This is an optimization exercise on Yosys and OpenROAD, whose aim is small area, not a production implementation. The RTL was checked by simulation tests, not by an equivalence proof against the original design.

## 08-01
==> flow/design.v <==
module tlb #(
  parameter XLEN = 64,
  parameter TLB_ENTRIES = 8   
) (
  input  wire             clk,
  input  wire             reset_n,
  input  wire             lookup_valid,       
  input  wire [XLEN-1:0]  lookup_vaddr,       
  input  wire             lookup_is_store,    
  input  wire             lookup_is_fetch,    
  output wire             lookup_hit,         
  output wire [XLEN-1:0]  lookup_paddr,       
  output wire             lookup_page_fault,  
  input  wire             update_valid,       
  input  wire [XLEN-1:0]  update_vpn,         
  input  wire [XLEN-1:0]  update_ppn,         
  input  wire [7:0]       update_pte,         
  input  wire [XLEN-1:0]  update_level,       
  input  wire [1:0]       privilege_mode,     
  input  wire             mstatus_sum,        
  input  wire             mstatus_mxr,        
  input  wire             translation_enabled,  
  input  wire             flush_all,          
  input  wire             flush_vaddr,        
  input  wire [XLEN-1:0]  flush_addr          
);
  localparam NE = 8;
  reg  [NE-1:0] tlb_valid;
  reg  [26:0]   tlb_vpn  [0:NE-1];
  reg  [51:0]   tlb_ppn  [0:NE-1];
  reg  [3:0]    tlb_kind [0:NE-1];   
  reg  [2:0]    tlb_replace_idx;
  wire upd_vpn_ok = ~|update_vpn[63:27];
  wire upd_lvl_hi0 = ~|update_level[63:2];
  wire upd_l1 = upd_lvl_hi0 & (update_level[1:0] == 2'd1);
  wire upd_l2 = upd_lvl_hi0 & (update_level[1:0] == 2'd2);
  wire pv = update_pte[0], pr = update_pte[1], pw = update_pte[2];
  wire px = update_pte[3], pu = update_pte[4];
  wire upd_bad = ~pv | (~pr & ~pw & ~px) | (pw & ~pr);
  wire [3:0] upd_perm = {pu & ~upd_bad, px & ~upd_bad, pw | upd_bad, pr & ~upd_bad};
  wire       upd_sup  = upd_l1 | upd_l2;
  wire [3:0] upd_kind = upd_sup ? {upd_l2, 3'b110} : upd_perm;
  wire [51:0] upd_ppn = {update_ppn[51:4], upd_sup ? upd_perm : update_ppn[3:0]};
  wire          lk_en = lookup_valid & translation_enabled;
  wire [26:0]   lk_vpn = lookup_vaddr[38:12];
  wire [26:0]   fl_vpn = flush_addr[38:12];
  wire [NE-1:0] match;
  wire [NE-1:0] fmatch;
  genvar g;
  generate
    for (g = 0; g < NE; g = g + 1) begin : g_cmp
      assign match[g]  = lk_en & tlb_valid[g] & (tlb_vpn[g] == lk_vpn);
      assign fmatch[g] = (tlb_vpn[g] == fl_vpn);
    end
  endgenerate
  wire [NE-1:0] sel;
  assign sel[NE-1] = match[NE-1];
  generate
    for (g = 0; g < NE-1; g = g + 1) begin : g_sel
      assign sel[g] = match[g] & ~|match[NE-1:g+1];
    end
  endgenerate
  reg [51:0] s_ppn;
  reg [3:0]  s_kind;
  integer i;
  always @(*) begin
    s_ppn  = 52'd0;
    s_kind = 4'd0;
    for (i = 0; i < NE; i = i + 1) begin
      s_ppn  = s_ppn  | ({52{sel[i]}} & tlb_ppn[i]);
      s_kind = s_kind | ({4{sel[i]}}  & tlb_kind[i]);
    end
  end
  wire       s_sup  = ~s_kind[0] & s_kind[1] & s_kind[2];   
  wire       s_l2   = s_sup & s_kind[3];
  wire [3:0] s_perm = s_sup ? s_ppn[3:0] : s_kind;
  wire hit = |match;
  assign lookup_hit = hit;
  wire fr = s_perm[0], fw = s_perm[1], fx = s_perm[2], fu = s_perm[3];
  wire f_bad = fw & ~fr;
  wire mode_ok = (privilege_mode == 2'b00) ? fu :
                 (privilege_mode == 2'b01) ? (~fu | mstatus_sum) : 1'b1;
  wire acc_ok = lookup_is_fetch ? fx :
                lookup_is_store ? fw : (fr | (fx & mstatus_mxr));
  wire perm_ok = ~f_bad & mode_ok & acc_ok;
  assign lookup_page_fault = hit & ~perm_ok;
  assign lookup_paddr[11:0]  = lookup_vaddr[11:0];
  assign lookup_paddr[20:12] = s_sup ? lookup_vaddr[20:12] : s_ppn[8:0];
  assign lookup_paddr[29:21] = s_l2 ? lookup_vaddr[29:21] : s_ppn[17:9];
  assign lookup_paddr[63:30] = s_ppn[51:18];
  always @(posedge clk or negedge reset_n) begin
    if (!reset_n) begin
      tlb_replace_idx <= 3'd0;
      tlb_valid <= {NE{1'b0}};
    end else begin
      for (i = 0; i < NE; i = i + 1) begin
        if (update_valid && tlb_replace_idx == i)
          tlb_valid[i] <= upd_vpn_ok;
        else if (flush_all || (flush_vaddr && fmatch[i]))
          tlb_valid[i] <= 1'b0;
      end
      if (update_valid)
        tlb_replace_idx <= tlb_replace_idx + 3'd1;
    end
  end
  always @(posedge clk) begin
    for (i = 0; i < NE; i = i + 1) begin
      if (update_valid && tlb_replace_idx == i) begin
        tlb_vpn[i]  <= update_vpn[26:0];
        tlb_ppn[i]  <= upd_ppn;
        tlb_kind[i] <= upd_kind;
      end
    end
  end
endmodule
Settings: LEC_CHECK=0, CAP_MARGIN=20, CORE_MARGIN=2, CORE_UTILIZATION=70, SLEW_MARGIN=20; clock period 12.0 ns.
standard.sh (not shown) runs the stock make flow with config.mk's settings and CLKGATE_MAP_FILE= SYNTH_SCRIPT=/design/flow/synth_recipe.tcl, a recipe that flattens the netlist after the stock synthesis.
==> flow/flow/run.sh <==
#!/bin/bash
# Standard ORFS layout with these changes, which only affect area:
#  - synthesis maps logic with an area-oriented ABC script (flow/synth.tcl
#    wraps synth_recipe.tcl and swaps in flow/abc_area.script)
#  - ports are buffered with the smallest buffer (sky130_fd_sc_hd__buf_1)
#  - CTS uses clkbuf_8 leaf clock buffers in clusters of at most 14
#    flip-flops, and inserts no dummy loads
# Each step's full log stays in orfs/logs/; make's own output goes to make.log.
set -euo pipefail
export FLOW_ABC_SCRIPT=$PWD/flow/abc_area.script
export FLOW_SYNTH_TCL=$PWD/synth_recipe.tcl
bash standard.sh \
  SYNTH_SCRIPT=$PWD/flow/synth.tcl \
  BUFFER_PORTS_ARGS="-buffer_cell sky130_fd_sc_hd__buf_1" \
  CTS_ARGS="-sink_clustering_enable -repair_clock_nets -dont_use_dummy_load -buf_list {sky130_fd_sc_hd__clkbuf_8} -root_buf sky130_fd_sc_hd__clkbuf_16 -tree_buf sky130_fd_sc_hd__clkbuf_8 -sink_clustering_size 14 -sink_clustering_max_diameter 80" \
  finish > make.log 2>&1
==> flow/flow/abc_area.script <==
&get -n
&st
&syn2
&dch -f
&nf -R 1000 -F 8 -A 4
&put
==> flow/flow/synth.tcl <==
# The standard synthesis (synth_recipe.tcl), with one change: the ABC
# mapping step uses an area-oriented script (flow/abc_area.script) in place
# of ORFS's abc_speed.script. Registers are mapped exactly as before.
proc abc {args} {
  set i [lsearch -exact $args -script]
  if { $i >= 0 } {
    lset args [expr { $i + 1 }] $::env(FLOW_ABC_SCRIPT)
  }
  puts "abc: using script $::env(FLOW_ABC_SCRIPT)"

  yosys abc {*}$args
}
source $::env(FLOW_SYNTH_TCL)
--- input diff 08-01..02-10 ---
-- flow/design.v --
<<< 08-01, line 30
  reg  [51:0]   tlb_ppn  [0:NE-1];
  reg  [3:0]    tlb_kind [0:NE-1];   
  reg  [2:0]    tlb_replace_idx;
  wire upd_vpn_ok = ~|update_vpn[63:27];
  wire upd_lvl_hi0 = ~|update_level[63:2];
>>> 02-10, line 30
  reg  [51:0]   tlb_ppn  [0:NE-1];
  reg  [3:0]    tlb_kind [0:NE-1];   
  reg  [3:0]    tlb_replace_jc;
  wire [NE-1:0] rp_sel;
  assign rp_sel[0] = ~tlb_replace_jc[3] & ~tlb_replace_jc[0];
  assign rp_sel[1] =  tlb_replace_jc[0] & ~tlb_replace_jc[1];
  assign rp_sel[2] =  tlb_replace_jc[1] & ~tlb_replace_jc[2];
  assign rp_sel[3] =  tlb_replace_jc[2] & ~tlb_replace_jc[3];
  assign rp_sel[4] =  tlb_replace_jc[3] &  tlb_replace_jc[0];
  assign rp_sel[5] = ~tlb_replace_jc[0] &  tlb_replace_jc[1];
  assign rp_sel[6] = ~tlb_replace_jc[1] &  tlb_replace_jc[2];
  assign rp_sel[7] = ~tlb_replace_jc[2] &  tlb_replace_jc[3];
  wire upd_vpn_ok = ~|update_vpn[63:27];
  wire upd_lvl_hi0 = ~|update_level[63:2];
<<< 08-01, line 91
  always @(posedge clk or negedge reset_n) begin
    if (!reset_n) begin
      tlb_replace_idx <= 3'd0;
      tlb_valid <= {NE{1'b0}};
    end else begin
      for (i = 0; i < NE; i = i + 1) begin
        if (update_valid && tlb_replace_idx == i)
          tlb_valid[i] <= upd_vpn_ok;
        else if (flush_all || (flush_vaddr && fmatch[i]))
>>> 02-10, line 100
  always @(posedge clk or negedge reset_n) begin
    if (!reset_n) begin
      tlb_replace_jc <= 4'd0;
      tlb_valid <= {NE{1'b0}};
    end else begin
      for (i = 0; i < NE; i = i + 1) begin
        if (update_valid && rp_sel[i])
          tlb_valid[i] <= upd_vpn_ok;
        else if (flush_all || (flush_vaddr && fmatch[i]))
<<< 08-01, line 101
      end
      if (update_valid)
        tlb_replace_idx <= tlb_replace_idx + 3'd1;
    end
  end
  always @(posedge clk) begin
    for (i = 0; i < NE; i = i + 1) begin
      if (update_valid && tlb_replace_idx == i) begin
        tlb_vpn[i]  <= update_vpn[26:0];
        tlb_ppn[i]  <= upd_ppn;
>>> 02-10, line 110
      end
      if (update_valid)
        tlb_replace_jc <= {tlb_replace_jc[2:0], ~tlb_replace_jc[3]};
    end
  end
  always @(posedge clk) begin
    for (i = 0; i < NE; i = i + 1) begin
      if (update_valid && rp_sel[i]) begin
        tlb_vpn[i]  <= update_vpn[26:0];
        tlb_ppn[i]  <= upd_ppn;
--- outcome ---
Going from 08-01 to 02-10, the adder and majority cell fraction of the synthesized area was found to have gone down by 0.27 points.
As far as count of clock buffers in the final design goes, 02-10 and 08-01 are indistinguishable; the numbers are identical.
When 02-10 is measured against 08-01, its highest attainable clock frequency turns out 1.3% higher.
Routed wire length, 08-01 and 02-10: higher on 02-10
Delta(effective utilization at floorplan, 02-10 - 08-01) < 0
08-01 -> 02-10: flip-flop and latch count flat

## port drivers added, routing unchanged
How much do the figures lean on ideal ports? The routed layouts below were timed once more, with nothing changed but the port constraints. Step 1 assumes that a clkbuf_16 drives the clock port and a buf_2 every other input. Step 2 times the ports against the registers' clock, not the clock port: input delays grow and output delays shrink by t, the midpoint of the rising clock arrivals with the driver on. Three values: ideal, step 1, step 2; two values: the first two.
| run | t (ns) | setup slack, ns | worst setup path after step 2 | pins driven straight from the clock port |
|---|---|---|---|---|
| 08-01 | 0.620 | 1.389 / 1.360 / 1.360 | input to output | 1 |
| 02-10 | 0.622 | 1.523 / 1.498 / 1.498 | input to output | 1 |
After both steps setup and hold are still met in every run listed. The setup slack of 08-01, which loses most, moves by -0.029 ns with the drivers and by -0.029 ns with both steps.
